This is an optimization exercise on Yosys and OpenROAD, whose aim is small area, not a production implementation.
Where RTL was checked, it was by simulation tests only, not by an equivalence proof against the original.
The RTL of runs 2 and 3 was laid out without a check of its function.
Power figures rest on the tool's default switching activity, not on a simulated workload.

--- design/flow/design.v ---
module ad7606_drive#(
    parameter           P_RANGE = 0     
)(
    input               i_clk           ,
    input               i_rst           ,
    input               i_user_ctrl     ,        
    output [15:0]       o_user_data_1   ,
    output              o_user_valid_1  ,
    output [15:0]       o_user_data_2   ,
    output              o_user_valid_2  ,
    output [15:0]       o_user_data_3   ,
    output              o_user_valid_3  ,
    output [15:0]       o_user_data_4   ,
    output              o_user_valid_4  ,
    output [15:0]       o_user_data_5   ,
    output              o_user_valid_5  ,
    output [15:0]       o_user_data_6   ,
    output              o_user_valid_6  ,
    output [15:0]       o_user_data_7   ,
    output              o_user_valid_7  ,
    output [15:0]       o_user_data_8   ,
    output              o_user_valid_8  ,
    output              o_ad_psb_sel    ,        
    output              o_ad_stby       ,        
    output              o_ad_convstA    ,        
    output              o_ad_convstB    ,        
    output              o_ad_reset      ,        
    output              o_ad_cs         ,        
    output              o_ad_rd         ,        
    output [2:0]        o_ad_osc        ,        
    output              o_ad_range      ,        
    input               i_ad_busy       ,
    input  [15:0]       i_ad_data       
);
reg                     ro_ad_psb_sel                                           ;
reg                     ro_ad_stby                                              ;
reg                     ro_ad_convstA                                           ;
reg                     ro_ad_convstB                                           ;
reg                     ro_ad_reset                                             ;
reg                     ro_ad_cs                                                ;
reg                     ro_ad_rd                                                ;
reg                     ro_ad_osc                                               ;
reg [15:0]              ro_user_data_1                                          ;
reg                     ro_user_valid_1                                         ;
reg [15:0]              ro_user_data_2                                          ;
reg                     ro_user_valid_2                                         ;
reg [15:0]              ro_user_data_3                                          ;
reg                     ro_user_valid_3                                         ;
reg [15:0]              ro_user_data_4                                          ;
reg                     ro_user_valid_4                                         ;
reg [15:0]              ro_user_data_5                                          ;
reg                     ro_user_valid_5                                         ;
reg [15:0]              ro_user_data_6                                          ;
reg                     ro_user_valid_6                                         ;
reg [15:0]              ro_user_data_7                                          ;
reg                     ro_user_valid_7                                         ;
reg [15:0]              ro_user_data_8                                          ;
reg                     ro_user_valid_8                                         ;
assign                  o_ad_range     = P_RANGE                                ;
assign                  o_ad_psb_sel   = ro_ad_psb_sel                          ;
assign                  o_ad_stby      = ro_ad_stby                             ;
assign                  o_ad_convstA   = ro_ad_convstA                          ;
assign                  o_ad_convstB   = ro_ad_convstB                          ;
assign                  o_ad_reset     = ro_ad_reset                            ;
assign                  o_ad_cs        = ro_ad_cs                               ;
assign                  o_ad_rd        = ro_ad_rd                               ;
assign                  o_ad_osc       = ro_ad_osc                              ;
assign                  o_user_data_1  = ro_user_data_1                         ;
assign                  o_user_valid_1 = ro_user_valid_1                        ;
assign                  o_user_data_2  = ro_user_data_2                         ;
assign                  o_user_valid_2 = ro_user_valid_2                        ;
assign                  o_user_data_3  = ro_user_data_3                         ;
assign                  o_user_valid_3 = ro_user_valid_3                        ;
assign                  o_user_data_4  = ro_user_data_4                         ;
assign                  o_user_valid_4 = ro_user_valid_4                        ;
assign                  o_user_data_5  = ro_user_data_5                         ;
assign                  o_user_valid_5 = ro_user_valid_5                        ;
assign                  o_user_data_6  = ro_user_data_6                         ;
assign                  o_user_valid_6 = ro_user_valid_6                        ;
assign                  o_user_data_7  = ro_user_data_7                         ;
assign                  o_user_valid_7 = ro_user_valid_7                        ;
assign                  o_user_data_8  = ro_user_data_8                         ;
assign                  o_user_valid_8 = ro_user_valid_8                        ;
localparam              P_ST_IDLE       =   0                                   ,
                        P_ST_RESET      =   1                                   ,
                        P_ST_CONVST     =   2                                   ,
                        P_ST_BUSY       =   3                                   ,
                        P_ST_READ       =   4                                   ,
                        P_ST_WAIT       =   5                                   ;
reg [7:0]               r_st_current                                            ;
reg [7:0]               r_st_next                                               ;
always@(posedge i_clk or posedge i_rst)
begin
    if (i_rst)
        r_st_current <= P_ST_IDLE;
    else
        r_st_current <= r_st_next;
end
always@(*)
begin
    case(r_st_current)
        P_ST_IDLE   : r_st_next = ri_user_ctrl  ? P_ST_RESET    : P_ST_IDLE     ;
        P_ST_RESET  : r_st_next = r_st_cnt == 2 ? P_ST_CONVST   : P_ST_RESET    ;
        P_ST_CONVST : r_st_next = P_ST_BUSY     ;
        P_ST_BUSY   : r_st_next = r_st_cnt >= 10 & !ri_ad_busy  ? P_ST_READ     : P_ST_BUSY     ;
        P_ST_READ   : r_st_next = r_st_cnt == 16 -1             ? P_ST_WAIT     : P_ST_READ     ;
        P_ST_WAIT   : r_st_next = r_st_cnt == 60                ? P_ST_CONVST   : P_ST_WAIT     ;        
        default     : r_st_next = P_ST_IDLE     ; 
    endcase
end
reg [15:0]              r_st_cnt                                                ;
always@(posedge i_clk or posedge i_rst)
begin
    if (i_rst)
        r_st_cnt <= 'd0;
    else if (r_st_current != r_st_next || r_st_current == P_ST_IDLE)
        r_st_cnt <= 'd0;
    else
        r_st_cnt <= r_st_cnt + 1;
end
reg                     ri_ad_busy                                              ;
reg                     ri_user_ctrl                                            ;
always@(posedge i_clk or posedge i_rst)
begin
    if (i_rst) begin
        ri_ad_busy   <= 'd0;
        ri_user_ctrl <= 'd0;
    end else begin
        ri_ad_busy   <= i_ad_busy;
        ri_user_ctrl <= i_user_ctrl;
    end
end
always@(posedge i_clk or posedge i_rst)
begin
    if (i_rst)
        ro_ad_psb_sel <= 'd0;
    else
        ro_ad_psb_sel <= 'd0;
end
always@(posedge i_clk or posedge i_rst)
begin
    if (i_rst)
        ro_ad_stby <= 'd0;
    else
        ro_ad_stby <= 'd0;
end
always@(posedge i_clk or posedge i_rst)
begin
    if (i_rst)
        ro_ad_convstA <= 'd1;
    else if (r_st_current == P_ST_CONVST)
        ro_ad_convstA <= 'd0;
    else 
        ro_ad_convstA <= 'd1;
end
always@(posedge i_clk or posedge i_rst)
begin
    if (i_rst)
        ro_ad_convstB <= 'd1;
    else if (r_st_current == P_ST_CONVST)
        ro_ad_convstB <= 'd0;
    else 
        ro_ad_convstB <= 'd1;
end
always@(posedge i_clk or posedge i_rst)
begin
    if (i_rst)
        ro_ad_reset <= 'd0;
    else if (r_st_current == P_ST_RESET && r_st_cnt == 2)
        ro_ad_reset <= 'd0;
    else if (ri_user_ctrl && r_st_current == P_ST_IDLE)
        ro_ad_reset <= 'd1;
    else 
        ro_ad_reset <= ro_ad_reset;
end
always@(posedge i_clk or posedge i_rst)
begin
    if (i_rst)
        ro_ad_cs <= 'd1;
    else if (r_st_current != P_ST_READ)
        ro_ad_cs <= 'd1;
    else if (r_st_current == P_ST_READ)
        ro_ad_cs <= 'd0;
    else 
        ro_ad_cs <= ro_ad_cs;
end
always@(posedge i_clk or posedge i_rst)
begin
    if (i_rst)
        ro_ad_rd <= 'd1;
    else if (r_st_current != P_ST_READ)
        ro_ad_rd <= 'd1;
    else if (r_st_current == P_ST_READ)
        ro_ad_rd <= ~ro_ad_rd;
    else 
        ro_ad_rd <= ro_ad_rd;
end
always@(posedge i_clk or posedge i_rst)
begin
    if (i_rst)
        ro_ad_osc <= 'd0;
    else 
        ro_ad_osc <= 'd0;
end
reg [7:0]               r_ad_channel                                            ;
always@(posedge i_clk or posedge i_rst)
begin
    if (i_rst)
        r_ad_channel <= 'd0;
    else if (r_st_cnt == 0 && r_ad_channel == 8)
        r_ad_channel <= 'd0;
    else if (r_st_current == P_ST_READ && ro_ad_rd)
        r_ad_channel <= r_ad_channel + 1;
    else
        r_ad_channel <= r_ad_channel;
end
always@(posedge i_clk or posedge i_rst)
begin
    if (i_rst) begin
        ro_user_data_1  <= 'd0;
        ro_user_valid_1 <= 'd0;
    end else if (r_ad_channel == 1 && ro_ad_rd) begin
        ro_user_data_1  <= i_ad_data;
        ro_user_valid_1 <= 'd1;
    end else begin
        ro_user_data_1  <= 'd0;
        ro_user_valid_1 <= 'd0;
    end
end
always@(posedge i_clk or posedge i_rst)
begin
    if (i_rst) begin
        ro_user_data_2  <= 'd0;
        ro_user_valid_2 <= 'd0;
    end else if (r_ad_channel == 2 && ro_ad_rd) begin
        ro_user_data_2  <= i_ad_data;
        ro_user_valid_2 <= 'd1;
    end else begin
        ro_user_data_2  <= 'd0;
        ro_user_valid_2 <= 'd0;
    end
end
always@(posedge i_clk or posedge i_rst)
begin
    if (i_rst) begin
        ro_user_data_3  <= 'd0;
        ro_user_valid_3 <= 'd0;
    end else if (r_ad_channel == 3 && ro_ad_rd) begin
        ro_user_data_3  <= i_ad_data;
        ro_user_valid_3 <= 'd1;
    end else begin
        ro_user_data_3  <= 'd0;
        ro_user_valid_3 <= 'd0;
    end
end
always@(posedge i_clk or posedge i_rst)
begin
    if (i_rst) begin
        ro_user_data_4  <= 'd0;
        ro_user_valid_4 <= 'd0;
    end else if (r_ad_channel == 4 && ro_ad_rd) begin
        ro_user_data_4  <= i_ad_data;
        ro_user_valid_4 <= 'd1;
    end else begin
        ro_user_data_4  <= 'd0;
        ro_user_valid_4 <= 'd0;
    end
end
always@(posedge i_clk or posedge i_rst)
begin
    if (i_rst) begin
        ro_user_data_5  <= 'd0;
        ro_user_valid_5 <= 'd0;
    end else if (r_ad_channel == 5 && ro_ad_rd) begin
        ro_user_data_5  <= i_ad_data;
        ro_user_valid_5 <= 'd1;
    end else begin
        ro_user_data_5  <= 'd0;
        ro_user_valid_5 <= 'd0;
    end
end
always@(posedge i_clk or posedge i_rst)
begin
    if (i_rst) begin
        ro_user_data_6  <= 'd0;
        ro_user_valid_6 <= 'd0;
    end else if (r_ad_channel == 6 && ro_ad_rd) begin
        ro_user_data_6  <= i_ad_data;
        ro_user_valid_6 <= 'd1;
    end else begin
        ro_user_data_6  <= 'd0;
        ro_user_valid_6 <= 'd0;
    end
end
always@(posedge i_clk or posedge i_rst)
begin
    if (i_rst) begin
        ro_user_data_7  <= 'd0;
        ro_user_valid_7 <= 'd0;
    end else if (r_ad_channel == 7 && ro_ad_rd) begin
        ro_user_data_7  <= i_ad_data;
        ro_user_valid_7 <= 'd1;
    end else begin
        ro_user_data_7  <= 'd0;
        ro_user_valid_7 <= 'd0;
    end
end
always@(posedge i_clk or posedge i_rst)
begin
    if (i_rst) begin
        ro_user_data_8  <= 'd0;
        ro_user_valid_8 <= 'd0;
    end else if (r_ad_channel == 8 && ro_ad_rd) begin
        ro_user_data_8  <= i_ad_data;
        ro_user_valid_8 <= 'd1;
    end else begin
        ro_user_data_8  <= 'd0;
        ro_user_valid_8 <= 'd0;
    end
end
endmodule
--- design/flow/run.sh ---
#!/bin/bash
# synth_recipe.tcl (not shown) runs the flow's synth.tcl, then flattens the netlist and writes it again
# the make line also repeats each setting of config.mk as NAME=value (left out here)
make -C /OpenROAD-flow-scripts/flow DESIGN_CONFIG=/design/flow/config.mk WORK_HOME=/design/flow/orfs CLKGATE_MAP_FILE= SYNTH_SCRIPT=/design/flow/synth_recipe.tcl finish
--- design/flow/config.mk ---
export PLATFORM = sky130hd
export DESIGN_NAME = ad7606_drive
export DESIGN_NICKNAME = ad7606_drive
export VERILOG_FILES = /design/flow/design.v
export SDC_FILE = /design/flow/constraint.sdc
export NUM_CORES = 4
export LEC_CHECK = 0
export CAP_MARGIN = 20
export CORE_MARGIN = 2
export CORE_UTILIZATION = 40
export SLEW_MARGIN = 20
--- design/flow/constraint.sdc ---
create_clock -name core_clock -period 20.0 [get_ports {i_clk}]
set_input_delay 4.0000 -clock core_clock [delete_from_list [all_inputs] [get_ports {i_clk}]]
set_output_delay 4.0000 -clock core_clock [all_outputs]
set_load 0.01 [all_outputs]
==> results by group, run 1 <==
Power
  – Highest ir drop seen on vdd: between 0.06 and 0.07 mV
  – Leak pwr: 4.02 nW
  – Power per standard cell area: approximately 86 nW/um2

Yosys
  – Post-Synthesis Mean Instance Area: roughly 14 um2
  – Syn Inst Count: between 400 and 500
  – Main flop type after synthesis: sky130_fd_sc_hd__dfrtp_1
  – Summed instance area of the synthesized netlist: approximately 6500 um2
  – Number of enable-type register cells in the synthesized netlist: 0
  – Share of synthesized area occupied by flip-flops and latches: 0.656
  – Number of warnings reported in the yosys synthesis log: 1
  – Ys async rst share: 1.00
  – Flip-flop and latch count after synthesis: between 150 and 200
  – Number of different library cells in the post-synthesis netlist: 45

Final layout
  – Fill count: roughly 1300
  – Design area: slightly below 9000 um2
  – Commonest non-fill, non-tap cell in the layout: sky130_fd_sc_hd__dfrtp_1
  – Nets: about 660
  – Final core utilization: 0.551
  – Most frequent cells in the layout: sky130_fd_sc_hd__dfrtp_1, sky130_fd_sc_hd__clkdlybuf4s50_1, sky130_fd_sc_hd__and2_1
  – Share of layout cells above drive strength 1: 0.108
  – Growth of design area from synthesis to finish: 35.1%
  – Antenna diode count: 0

STA
  – Minimum clock period after layout: slightly below 6 ns
  – Setup TNS: 0 ns
  – Least-Margin Pin Slew: between 1 and 1.5 ns
  – Maximum frequency from static timing analysis: around 0.17 GHz
  – Number of hold-slack violations in the final timing report: 0
  – Clk_skew: ~0.011 ns
  – Smallest setup slack after layout: 14.17 ns
  – Max Transition Viols Final: 0
  – Fin crit share: 0.291
  – Unrepaired setup endpoints after global routing: false
  – Worst hold-check slack: 0.474 ns
  – Slew HR: 0.308
  – Setup violation total in the final timing report: 0

Drt
  – Pre-Repair DR Iteration Count: 4
  – Final routed wire length divided by cell count: 16.9 um
  – Final wirelength: between 10000 and 15000 um
  – First-iteration detailed-routing DRC count: between 200 and 250
  – DR DRC count: 0
  – Mean number of vias per cell: ~4.6
  – Antenna Nets Post-Route: 0
  – Total vias in the final route: around 4000

Global route
  – Vias in the first global route: between 3000 and 4000
  – Wire length of the first global-routing pass: ~22000 um
  – Congestion Overflow GR: 0
  – Maximum number of pins on one net before global-route repair: 86
  – Number of antenna violations at the first check in global routing: 0
  – Global-route usage over all layers: 0.176

CTS
  – Max Buffers Root-to-Sink: 2
  – Clock root cell: sky130_fd_sc_hd__clkbuf_16
  – Clk slew on worst S/H paths: about 0.06 ns
  – Postcts setup bufs: 0
  – Count of H-tree levels built during CTS: 4
  – Num CTS Buffers: 17
  – Clock latency (worst-skew pair): about 0.42 ns
  – TritonCTS clock tree: built
  – Number of sinks on the clock net: ~170
  – Post-CTS Resized: 0
  – Post-CTS Hold Buffers: 0

Floorplanning
  – DIE AREA: roughly 17000 um2
  – Floorplan die width: approximately 130 um
  – Floorplan core area: 15800 um2
  – Effective utilization at floorplan: 0.408
  – IO Pins: between 150 and 200
  – Number of rows created at floorplan: between 40 and 50
  – Die Height: ~130 um

Run status
  – Outcome: no timing/DRC/antenna violations

Min path
  – Class of the tightest hold or removal check: reg -> reg
  – Hold path endpoint: r_ad_channel[7]
  – Number of cells on the worst hold path: 1
  – Startpoint of the tightest hold check path: r_ad_channel[7]

Critical path
  – Beginning of the worst register-to-register path: r_ad_channel[5]
  – Critical path fanouts, max: 23
  – Reg-to-Reg End: ro_user_data_1[1]
  – Cell breakdown of the critical path: clkdlybuf4s50_1
  – Worst setup path category: reg -> out
  – Startpoint of the most critical setup path: ro_ad_rd
  – Worst Path Buf+Inv: 1
  – CP startpoint kind: flip-flop
  – Slowest cell on crit path: sky130_fd_sc_hd__dfstp_2
  – Required time of the critical path: 16.00 ns
  – Count of cells along the worst register-to-register path: 3
  – Delay of the slowest cell on the worst path: about 0.78 ns
  – Endpoint type of the worst setup path: output port
  – CP delay by family, top: flip-flops
  – Data arrival, critical path: ~1.8 ns
  – Register-to-register path setup slack: 17.74 ns

Place
  – DPL Wire Length: between 10000 and 15000 um
  – Weighted congestion at the end of routability-driven global placement: ~0.82
  – Post-placement cell area: just over 8000 um2
  – IO buf count: between 150 and 200
  – DP Worst Slack: 13.82 ns

Job
  – Number of max-cap violations: 0
[logic make-up after synthesis]
kind of cell / Yosys count / synth area share
AOI/OAI and AO/OA: 29 / 0.0448
and+or+nand+nor: 214 / 0.218
other: 1 / 0.000581
xor gates and xnor gates: 21 / 0.0285
buffers and inverters: 34 / 0.0388
adders and majority gates: 7 / 0.0136
DFF: 169 / 0.656
[how the worst max path moves through the flow]
stage	to	slack, ns	depth (start not counted)
2_1_floorplan	r_ad_channel[0]	11.43	1
3_3_place_gp	ro_user_valid_3	13.88	3
3_5_place_dp	r_st_cnt[6]	13.82	3
4_1_cts	o_ad_rd	14.13	1
5_1_grt	o_ad_rd	14.08	1
6_report	o_ad_rd	14.17	1
[metrics by stage]
step / power [mW] / instances
after global placement: 0.451 / 832
after global routing: 0.784 / 865
after CTS: 0.757 / 863
final: 0.749 / 865
after detailed placement: 0.453 / 832
after floorplan: 0.435 / 480
[per-layer routing]
layer | part of all wire | routed length (um) | track usage | up-vias
met5 | 0 | 0 | 0 | -
met3 | 0.059 | 864 | 0.0419 | 8
li1 | - | - | - | 1866
met1 | 0.43 | 6240 | 0.232 | 2020
met2 | 0.51 | 7420 | 0.289 | 114
met4 | 0.0062 | 90 | 0.0569 | 0
[where the power goes]
group | leakage (nW) | total [mW] | switching, mW | internal [mW]
Sequential | 2.33 | 0.363 | 0.0117 | 0.351
Clock | 0.271 | 0.303 | 0.131 | 0.171
Combinational | 1.42 | 0.0835 | 0.0558 | 0.0277
[final cells by class]
type	instances	area (um2)	share of cell area
clock buffer	17	425	0.0488
clock inverter	14	125	0.0143
inverter	8	35.0	0.00402
multi-input combinational	277	1990	0.228
sequential	169	4230	0.485
tap	216	270	0.0310
timing repair buffer	164	1640	0.188
[synthesized netlist by cell type (2+ instances only)]
library cell / instances / area [um2]
sky130_fd_sc_hd__nor4_4: 5 / 106
sky130_fd_sc_hd__dfrtp_1: 166 / 4150
sky130_fd_sc_hd__dfstp_2: 3 / 78.8
sky130_fd_sc_hd__xnor2_1: 10 / 87.6
sky130_fd_sc_hd__nand3_1: 10 / 50.1
sky130_fd_sc_hd__buf_4: 9 / 67.6
sky130_fd_sc_hd__a211oi_2: 10 / 125
sky130_fd_sc_hd__o21ai_1: 2 / 10.0
sky130_fd_sc_hd__clkbuf_1: 3 / 11.3
sky130_fd_sc_hd__buf_6: 9 / 101
sky130_fd_sc_hd__buf_2: 4 / 20.0
sky130_fd_sc_hd__nor2_4: 4 / 45.0
sky130_fd_sc_hd__xor2_1: 11 / 96.3
sky130_fd_sc_hd__nor3_4: 2 / 32.5
sky130_fd_sc_hd__o31ai_1: 2 / 15.0
sky130_fd_sc_hd__a21oi_1: 3 / 15.0
sky130_fd_sc_hd__a211oi_1: 6 / 45.0
sky130_fd_sc_hd__inv_1: 8 / 30.0
sky130_fd_sc_hd__nand4_1: 7 / 43.8
sky130_fd_sc_hd__nand2_1: 19 / 71.3
sky130_fd_sc_hd__nor3_1: 3 / 15.0
sky130_fd_sc_hd__ha_1: 7 / 87.6
sky130_fd_sc_hd__and3_1: 19 / 119
sky130_fd_sc_hd__and2_1: 115 / 719
sky130_fd_sc_hd__nor2_1: 16 / 60.1
sky130_fd_sc_hd__and4_1: 3 / 26.3
==> run 2, diff against run 1 <==
==> design/flow/design.v (replaced) <==
module ad7606_drive#(
    parameter           P_RANGE = 0
)(
    input               i_clk           ,
    input               i_rst           ,
    input               i_user_ctrl     ,
    output [15:0]       o_user_data_1   ,
    output              o_user_valid_1  ,
    output [15:0]       o_user_data_2   ,
    output              o_user_valid_2  ,
    output [15:0]       o_user_data_3   ,
    output              o_user_valid_3  ,
    output [15:0]       o_user_data_4   ,
    output              o_user_valid_4  ,
    output [15:0]       o_user_data_5   ,
    output              o_user_valid_5  ,
    output [15:0]       o_user_data_6   ,
    output              o_user_valid_6  ,
    output [15:0]       o_user_data_7   ,
    output              o_user_valid_7  ,
    output [15:0]       o_user_data_8   ,
    output              o_user_valid_8  ,
    output              o_ad_psb_sel    ,
    output              o_ad_stby       ,
    output              o_ad_convstA    ,
    output              o_ad_convstB    ,
    output              o_ad_reset      ,
    output              o_ad_cs         ,
    output              o_ad_rd         ,
    output [2:0]        o_ad_osc        ,
    output              o_ad_range      ,
    input               i_ad_busy       ,
    input  [15:0]       i_ad_data
);
localparam [6:0] S_IDLE0  = 7'd124,   
                 S_IDLE1  = 7'd125,   
                 S_RESET0 = 7'd126,
                 S_CONVST = 7'd1,
                 S_BUSY10 = 7'd12,
                 S_READ0  = 7'd13,
                 S_WAIT60 = 7'd89;
reg  [6:0]  r_st;
reg         ri_ad_busy;
reg  [15:0] r_data;
wire w_hold = (r_st == S_IDLE0 && !i_user_ctrl) || (r_st == S_BUSY10 && ri_ad_busy);
always @(posedge i_clk or posedge i_rst)
begin
    if (i_rst)
        r_st <= S_IDLE0;
    else if (r_st == S_WAIT60)
        r_st <= S_CONVST;
    else if (!w_hold)
        r_st <= r_st + 7'd1;
end
always @(posedge i_clk)
begin
    ri_ad_busy <= i_ad_busy;
    r_data     <= i_ad_data;
end
wire [6:0] w_rd = r_st - S_READ0;    
assign o_ad_reset   = (r_st == S_RESET0) || (r_st == S_RESET0 + 7'd1) || (r_st == S_RESET0 + 7'd2);
assign o_ad_convstA = !(r_st == S_CONVST + 7'd1);
assign o_ad_convstB = o_ad_convstA;
assign o_ad_cs      = !(w_rd >= 7'd1 && w_rd <= 7'd16);
assign o_ad_rd      = !(w_rd >= 7'd1 && w_rd <= 7'd15 && w_rd[0]);
wire [8:1] w_valid;
genvar k;
generate for (k = 1; k <= 8; k = k + 1) begin : g_ch
    assign w_valid[k] = (w_rd == 2*k + 1);
end endgenerate
assign o_user_valid_1 = w_valid[1];
assign o_user_valid_2 = w_valid[2];
assign o_user_valid_3 = w_valid[3];
assign o_user_valid_4 = w_valid[4];
assign o_user_valid_5 = w_valid[5];
assign o_user_valid_6 = w_valid[6];
assign o_user_valid_7 = w_valid[7];
assign o_user_valid_8 = w_valid[8];
assign o_user_data_1  = r_data & {16{w_valid[1]}};
assign o_user_data_2  = r_data & {16{w_valid[2]}};
assign o_user_data_3  = r_data & {16{w_valid[3]}};
assign o_user_data_4  = r_data & {16{w_valid[4]}};
assign o_user_data_5  = r_data & {16{w_valid[5]}};
assign o_user_data_6  = r_data & {16{w_valid[6]}};
assign o_user_data_7  = r_data & {16{w_valid[7]}};
assign o_user_data_8  = r_data & {16{w_valid[8]}};
assign o_ad_psb_sel = 1'b0;
assign o_ad_stby    = 1'b0;
assign o_ad_osc     = 3'd0;
assign o_ad_range   = P_RANGE;
endmodule
--- a/design/flow/config.mk
+++ b/design/flow/config.mk
@@ -5,6 +5,7 @@
 export SDC_FILE = /design/flow/constraint.sdc
 export NUM_CORES = 4
 export LEC_CHECK = 0
+export ABC_AREA = 1
 export CAP_MARGIN = 20
 export CORE_MARGIN = 2
 export CORE_UTILIZATION = 40
==> run 2 against run 1 <==
  * Still clean
  * Power decreased by 87%
  * Synthesized cell count fell by 34%
  * Cell count fell by 40%
  * Setup slack worse by 1.0 ns
  * Routed wire length shrank 49%
  * Count of clock-buffer cells in the layout shrank 14
  * Via count fell by 40%
  * Critical endpoint is now o_user_data_8[6]
  * Largest cell class is now buffers
==> results by group, run 2 <==
Floorplanning
  – IO Pins: roughly 170
  – Number of rows created at floorplan: 25
  – Floorplan die width: 73.4 um
  – Floorplan core area: around 4700 um2
  – Die Height: between 70 and 80 um
  – DIE AREA: between 5000 and 6000 um2
  – Effective utilization at floorplan: 0.411

Yosys
  – Share of synthesized area occupied by flip-flops and latches: 0.271
  – Post-Synthesis Mean Instance Area: between 6 and 7 um2
  – Syn Inst Count: around 310
  – Main flop type after synthesis: sky130_fd_sc_hd__dfxtp_1
  – Leading area contributor after synthesis: sky130_fd_sc_hd__nor2_1
  – Area fraction of the dominant cell type after synthesis: 0.279
  – Number of enable-type register cells in the synthesized netlist: 0
  – Number of different library cells in the post-synthesis netlist: 27
  – Ys async rst share: 0.292
  – Flip-flop and latch count after synthesis: 24
  – Most numerous cell in the Yosys netlist: sky130_fd_sc_hd__nor2_1
  – Area contributors post-synth: sky130_fd_sc_hd__nor2_1, sky130_fd_sc_hd__dfxtp_1, sky130_fd_sc_hd__inv_1, sky130_fd_sc_hd__dfstp_2, sky130_fd_sc_hd__nand2_1
  – Summed instance area of the synthesized netlist: 1930 um2
  – Number of warnings reported in the yosys synthesis log: 1
  – Synth top cells by count: sky130_fd_sc_hd__nor2_1, sky130_fd_sc_hd__inv_1, sky130_fd_sc_hd__nand2_1

STA
  – Minimum clock period after layout: 6.84 ns
  – Max Transition Viols Final: 0
  – Clk_skew: 0.00613 ns
  – Setup violation total in the final timing report: 0
  – Fin crit share: 0.342
  – Unrepaired setup endpoints after global routing: false
  – Setup TNS: 0 ns
  – Maximum frequency from static timing analysis: around 0.15 GHz
  – Number of hold-slack violations in the final timing report: 0

Power
  – Combinational cell fraction of total power: 0.083
  – Leak pwr: ~1.8 nW
  – Sequential power share: 0.498
  – Clk pwr share: 0.419
  – Sw Ratio: 0.207
  – Highest ir drop seen on vdd: 0.0630 mV
  – Switch Pwr: approximately 0.021 mW
  – Power per standard cell area: ~29 nW/um2
  – Overall power after layout: about 0.1 mW
  – Cell Int Power: approximately 0.08 mW

Drt
  – Final routed wire length divided by cell count: approximately 14 um
  – First-iteration detailed-routing DRC count: roughly 110
  – Final wirelength: between 7000 and 8000 um
  – DR DRC count: 0
  – Mean number of vias per cell: around 4.6
  – Pre-Repair DR Iteration Count: 4
  – Antenna Nets Post-Route: 0
  – Total vias in the final route: 2401

Critical path
  – Delay of the slowest cell on the worst path: approximately 0.57 ns
  – Slowest cell on crit path: sky130_fd_sc_hd__clkdlybuf4s50_1
  – CP startpoint kind: flip-flop
  – Worst setup path category: reg -> out
  – Endpoint type of the worst setup path: output port
  – Data arrival, critical path: 2.84 ns
  – Cell breakdown of the critical path: inv_2 -> ha_1 -> inv_1 -> nand3_1 -> nand3_1 -> nand2_2 -> nor2_1 -> nand3_2 -> nor2_1 -> clkdlybuf4s50_1
  – Required time of the critical path: 16.00 ns
  – Critical path fanouts, max: 17

Final layout
  – Leading registers by flop count: r_data: 16 flops, r_st: 7 flops, ri_ad_busy: 1 flops
  – Share of layout cells above drive strength 1: 0.0645
  – Final core utilization: 0.754
  – Final cell count without fillers: 519
  – Antenna diode count: 0
  – Design area: between 3000 and 4000 um2
  – Flip-flop count of the largest register, all copies and words added: 16
  – Nets: approximately 490
  – Growth of design area from synthesis to finish: 83.6%
  – Register bank with the most flops: r_data
  – Commonest non-fill, non-tap cell in the layout: sky130_fd_sc_hd__clkdlybuf4s50_1
  – Most frequent cells in the layout: sky130_fd_sc_hd__clkdlybuf4s50_1, sky130_fd_sc_hd__nor2_1, sky130_fd_sc_hd__inv_1

CTS
  – Clock root cell: sky130_fd_sc_hd__clkbuf_8
  – Post-CTS Hold Buffers: 0
  – Number of sinks on the clock net: 24
  – Max Buffers Root-to-Sink: 2
  – Postcts setup bufs: 0
  – TritonCTS clock tree: built
  – Clk slew on worst S/H paths: approximately 0.08 ns
  – Count of H-tree levels built during CTS: 1
  – Post-CTS Resized: 0
  – Clock latency (worst-skew pair): about 0.27 ns
  – Num CTS Buffers: 3

Min path
  – Class of the tightest hold or removal check: reg -> reg

Place
  – Weighted congestion at the end of routability-driven global placement: 0.989
  – IO buf count: between 150 and 200
  – Post-placement cell area: 3470 um2
  – DPL Wire Length: 5770 um
  – Cell total after placement: between 500 and 600

Global route
  – Number of antenna violations at the first check in global routing: 0
  – Congestion Overflow GR: 0
  – Maximum number of pins on one net before global-route repair: 18
  – Vias in the first global route: a little over 2000
  – Wire length of the first global-routing pass: between 10000 and 15000 um
  – Global-route usage over all layers: 0.261

Run status
  – Outcome: no timing/DRC/antenna violations

Job
  – Number of max-cap violations: 0
## run 2: changes by cell type after synthesis, moves of 17 or more
cell,delta
sky130_fd_sc_hd__dfrtp_1,-164
sky130_fd_sc_hd__nor2_1,+127
sky130_fd_sc_hd__and2_1,-115
sky130_fd_sc_hd__inv_1,+31
sky130_fd_sc_hd__and3_1,-19
sky130_fd_sc_hd__dfxtp_1,+17
## run 2: per-stage QoR
stage,setup slack [ns],hold WS [ns]
after floorplan,14.19,0.539
after global placement,13.55,0.592
after detailed placement,13.47,0.591
after CTS,13.17,0.612
after global routing,12.94,0.654
final,13.16,0.614
## run 2: worst paths after layout
| kind | start | endpoint | slack [ns] | depth (start not counted) |
|---|---|---|---|---|
| min in group asynchronous | i_rst | r_st[1] | 3.96 | 2 |
| worst min register to register | r_st[1] | r_st[1] | 0.61 | 2 |
| max in group asynchronous | i_rst | r_st[3] | 15.78 | 2 |
| worst max register to register | r_st[0] | r_st[0] | 18.36 | 7 |
| worst max-delay path | r_st[0] | o_user_data_8[6] | 13.16 | 10 |
| worst min-delay path | r_st[1] | r_st[1] | 0.61 | 2 |
## run 2: layer usage
layer | track usage | vias up | routed length [um]
met5 | 0 | - | 0
met4 | 0.0788 | 0 | 163
met3 | 0.0480 | 14 | 464
met2 | 0.470 | 94 | 3790
met1 | 0.312 | 1071 | 3010
li1 | - | 1222 | -
## run 2: logic make-up after synthesis
kind of cell | synth area share
simple gates | 0.486
buf+inv | 0.162
flops | 0.271
compound gates | 0.0221
fa+ha+maj | 0.0390
xor+xnor | 0.0182
other cells | 0.00195
## run 2: power groups by stage
stage	registers (mW)	clock network, mW	logic [mW]
after floorplan	0.0512	0	0.00447
after global placement	0.0513	0	0.00825
after detailed placement	0.0513	0	0.00838
after CTS	0.0503	0.0434	0.00846
after global routing	0.0505	0.0453	0.00932
final	0.0503	0.0423	0.00842
## run 2: final cells by class
type / count / area (um2)
multi-input cells: 234 / 1110
clock buffers: 3 / 41.3
flip-flops and latches: 24 / 522
clock inverters: 1 / 30.0
well taps: 54 / 67.6
inverters: 43 / 164
repair buffers: 160 / 1600
fillers: 414 / 1150
## run 2: critical path, delay by kind of cell, from the launching register on
family / cells / cell delay (ns)
simple gates: 6 / 1.10
buf+inv: 3 / 0.76
flops: 1 / 0.47
fa+ha+maj: 1 / 0.24
==> run 3, diff against run 2 <==
==> design/flow/flow/run.sh (new file) <==
#!/bin/bash
# Standard ORFS layout, with minimum-size port buffers and power (size) recovery.
set -euo pipefail
export BUFFER_PORTS_ARGS="-buffer_cell sky130_fd_sc_hd__buf_1"
export RECOVER_POWER=100
bash standard.sh > standard_flow.log 2>&1
==> design/flow/standard.sh (new file) <==
#!/bin/bash
# synth_recipe.tcl (not shown) runs the flow's synth.tcl, then flattens the netlist and writes it again
# the make line also repeats each setting of config.mk as NAME=value (left out here)
make -C /OpenROAD-flow-scripts/flow DESIGN_CONFIG=/design/flow/config.mk WORK_HOME=/design/flow/orfs CLKGATE_MAP_FILE= SYNTH_SCRIPT=/design/flow/synth_recipe.tcl "${@:-finish}"
removed: design/flow/run.sh
==> run 3 against run 2 <==
  * Flip-flop and latch count stayed put
  * Maximum frequency is 2.7% lower
  * Routed wire length is 15% lower
  * Critical endpoint is now o_user_data_6[5]
  * Largest cell class is now multi-input gates
  * First-iteration DRC count grew 3.6%
  * Non-clock buffer count is the same
==> results by group, run 3 <==
CTS
  – Count of H-tree levels built during CTS: 1
  – Number of sinks on the clock net: 24
  – TritonCTS clock tree: built
  – Postcts setup bufs: 0
  – Post-CTS Hold Buffers: 0
  – Num CTS Buffers: 3
  – Max Buffers Root-to-Sink: 2
  – Post-CTS Resized: 0
  – Clock root cell: sky130_fd_sc_hd__clkbuf_8
  – Clk slew on worst S/H paths: approximately 0.080 ns
  – Clock latency (worst-skew pair): 0.27 ns

Yosys
  – Most numerous cell in the Yosys netlist: sky130_fd_sc_hd__nor2_1
  – Flip-flop and latch count after synthesis: 24
  – Post-Synthesis Mean Instance Area: a little over 6 um2
  – Main flop type after synthesis: sky130_fd_sc_hd__dfxtp_1
  – Syn Inst Count: roughly 310
  – Ys async rst share: 0.292
  – Area fraction of the dominant cell type after synthesis: 0.279
  – Number of enable-type register cells in the synthesized netlist: 0
  – Number of warnings reported in the yosys synthesis log: 1
  – Number of different library cells in the post-synthesis netlist: 27
  – Synth top cells by count: sky130_fd_sc_hd__nor2_1, sky130_fd_sc_hd__inv_1, sky130_fd_sc_hd__nand2_1
  – Share of synthesized area occupied by flip-flops and latches: 0.271
  – Area contributors post-synth: sky130_fd_sc_hd__nor2_1, sky130_fd_sc_hd__dfxtp_1, sky130_fd_sc_hd__inv_1, sky130_fd_sc_hd__dfstp_2, sky130_fd_sc_hd__nand2_1
  – Summed instance area of the synthesized netlist: ~1900 um2
  – Leading area contributor after synthesis: sky130_fd_sc_hd__nor2_1

Place
  – IO buf count: 160
  – Cell total after placement: between 500 and 600
  – DPL Wire Length: 4920 um
  – Weighted congestion at the end of routability-driven global placement: 0.977
  – Post-placement cell area: around 2500 um2

Final layout
  – Design area: around 2500 um2
  – Antenna diode count: 0
  – Area of the multi-input gates: 1030 um2
  – Share of layout cells above drive strength 1: 0.0387
  – Most frequent cells in the layout: sky130_fd_sc_hd__buf_1, sky130_fd_sc_hd__nor2_1, sky130_fd_sc_hd__inv_1
  – Final core utilization: 0.524
  – Leading registers by flop count: r_data: 16 flops, r_st: 7 flops, ri_ad_busy: 1 flops
  – Register bank with the most flops: r_data
  – Final cell count without fillers: approximately 520
  – Nets: around 500
  – Commonest non-fill, non-tap cell in the layout: sky130_fd_sc_hd__buf_1
  – Growth of design area from synthesis to finish: 27.5%
  – Flip-flop count of the largest register, all copies and words added: 16
  – Sequential standard cell area: 522 um2
  – Fill count: ~530

Critical path
  – Worst Path Buf+Inv: 3
  – Required time of the critical path: ~16 ns
  – Slowest cell on crit path: sky130_fd_sc_hd__nand2_1
  – Capture point of the critical path: o_user_data_6[5]
  – Beginning of the worst register-to-register path: r_st[0]
  – Worst setup path category: reg -> out
  – Startpoint of the most critical setup path: r_st[0]
  – CP delay by family, top: simple AND/OR/NAND/NOR gates
  – Endpoint type of the worst setup path: output port
  – Critical path depth in cells: 11
  – Delay of the slowest cell on the worst path: roughly 0.54 ns
  – Reg-to-Reg End: r_st[0]
  – Cell with the most instances on the worst path: sky130_fd_sc_hd__nand2_1
  – Register-to-register path setup slack: roughly 18 ns
  – Critical path fanouts, max: 17
  – Data arrival, critical path: ~3.0 ns
  – Count of cells along the worst register-to-register path: 7
  – Cell breakdown of the critical path: inv_1 -> ha_1 -> inv_1 -> nand3_1 -> nand2_1 -> nand2_1 -> nand3_4 -> nor2_1 -> nand2_1 -> nor2_1 -> buf_1
  – CP startpoint kind: flip-flop

Floorplanning
  – IO Pins: 167
  – Floorplan die width: about 73 um
  – Effective utilization at floorplan: 0.411
  – Die Height: about 73 um
  – Number of rows created at floorplan: 25
  – DIE AREA: roughly 5400 um2
  – Floorplan core area: 4690 um2

Global route
  – Congestion Overflow GR: 0
  – Maximum number of pins on one net before global-route repair: 18
  – Wire length of the first global-routing pass: approximately 9200 um
  – Vias in the first global route: 1808
  – Global-route usage over all layers: 0.219
  – Number of antenna violations at the first check in global routing: 0

STA
  – Maximum frequency from static timing analysis: roughly 0.14 GHz
  – Minimum clock period after layout: around 7.0 ns
  – Max Transition Viols Final: 0
  – Number of hold-slack violations in the final timing report: 0
  – Unrepaired setup endpoints after global routing: false
  – Setup violation total in the final timing report: 0
  – Setup TNS: 0 ns
  – Slew HR: 0.519
  – Least-Margin Pin Slew: 0.719 ns
  – Clk_skew: 0.00280 ns
  – Worst hold-check slack: 0.615 ns
  – Fin crit share: 0.351

Power
  – Highest ir drop seen on vdd: between 0.05 and 0.06 mV
  – Power per standard cell area: between 40 and 50 nW/um2
  – Leak pwr: approximately 1.3 nW

Drt
  – Final wirelength: around 6300 um
  – Mean number of vias per cell: approximately 4.7
  – Final routed wire length divided by cell count: between 10 and 15 um
  – First-iteration detailed-routing DRC count: ~120
  – Pre-Repair DR Iteration Count: 5
  – Antenna Nets Post-Route: 0
  – DR DRC count: 0
  – Total vias in the final route: between 2000 and 2500

Job
  – Number of max-cap violations: 0

Min path
  – Startpoint of the tightest hold check path: r_st[3]
  – Class of the tightest hold or removal check: reg -> reg

Run status
  – Outcome: no timing/DRC/antenna violations
[run 3: changes by cell type in the layout (fill, tap and decap cells not counted)]
cell,delta
sky130_fd_sc_hd__nand3_2,-1
sky130_fd_sc_hd__nand2_2,-2
sky130_fd_sc_hd__nor2_1,+1
sky130_fd_sc_hd__nor2_8,-1
sky130_fd_sc_hd__nand3_1,+1
sky130_fd_sc_hd__nand2_1,+9
sky130_fd_sc_hd__clkdlybuf4s50_1,-160
sky130_fd_sc_hd__inv_2,-1
sky130_fd_sc_hd__buf_1,+160
sky130_fd_sc_hd__nand2_4,-7
sky130_fd_sc_hd__inv_1,+1
[run 3: final cells by class]
class	count	area share
tap	54	0.0275
clock buffer	3	0.0168
clock inverter	1	0.0122
multi-input combinational	234	0.420
timing repair buffer	160	0.244
inverter	43	0.0667
sequential	24	0.212
[run 3: worst min-delay path by stage]
stage               cells past startpoint      end
detailed placement                      2  r_st[3]
finish                                  2  r_st[3]
global route                            3  r_st[5]
floorplan                               2  r_st[1]
global placement                        2  r_st[3]
CTS                                     2  r_st[3]
[run 3: power breakdown]
part	leakage, nW	switching [mW]	internal (mW)
logic	1.02	0.00489	0.00114
clock network	0.0357	0.0156	0.0268
registers	0.219	0.000436	0.0498
total	1.28	0.0210	0.0777
[run 3: worst register-to-register path: stages (launching register included)]
cell and delay (ns):
sky130_fd_sc_hd__dfrtp_1 0.46, sky130_fd_sc_hd__inv_1 0.24, sky130_fd_sc_hd__ha_1 0.29, sky130_fd_sc_hd__nand4_1 0.19
sky130_fd_sc_hd__nand2_1 0.20, sky130_fd_sc_hd__inv_1 0.13, sky130_fd_sc_hd__nand2_1 0.07, sky130_fd_sc_hd__o21ai_0 0.08
[run 3: per-layer routing]
layer / share of wire / wire (um) / vias to the layer above / global-route usage
met5: 0 / 0 / - / 0
met4: 0.0074 / 47 / 0 / 0.0667
met3: 0.054 / 342 / 4 / 0.0288
met2: 0.50 / 3200 / 98 / 0.375
met1: 0.43 / 2750 / 1087 / 0.286
li1: - / - / 1227 / -
[run 3: through the flow]
stage / setup WS, ns / power [mW]
6_report: 12.98 / 0.0987
5_1_grt: 12.66 / 0.102
4_1_cts: 13.57 / 0.100
3_5_place_dp: 13.88 / 0.0573
3_3_place_gp: 13.92 / 0.0571
2_1_floorplan: 14.19 / 0.0557
[run 3: cells by family after synthesis]
group	share of synthesized area
other	0.00195
AO/OA/AOI/OAI	0.0221
buffers and inverters	0.162
adder cells (fa/ha/maj)	0.0390
AND/OR/NAND/NOR	0.486
XOR/XNOR	0.0182
flip-flops	0.271

==> re-timing with driven ports <==
Ports are ideal in the flow. The routed layouts listed here were re-timed in OpenROAD. Step 1: set_driving_cell puts a clkbuf_16 on i_clk and a buf_2 on each other input, an assumption about the parent block. Step 2 adds t to the input delays and takes it off the output delays; t is the mean of the earliest and latest rising clock arrival at the registers after step 1. Input paths then give back, and output paths get back, about the clock's delay inside the block. Three values: ideal ports, drivers, drivers and shift; two values: the first two.
| run | shift t [ns] | setup WS [ns] | slew at the worst register clock pin (ns) |
|---|---|---|---|
| run 1 | 0.453 | 14.171 / 14.128 / 14.258 | 0.07 / 0.07 |
| run 2 | 0.294 | 13.164 / 13.137 / 13.431 | 0.09 / 0.09 |
| run 3 | 0.292 | 12.976 / 12.948 / 13.240 | 0.09 / 0.09 |
After both steps every run listed still meets setup and hold. Setup slack includes reset recovery checks.
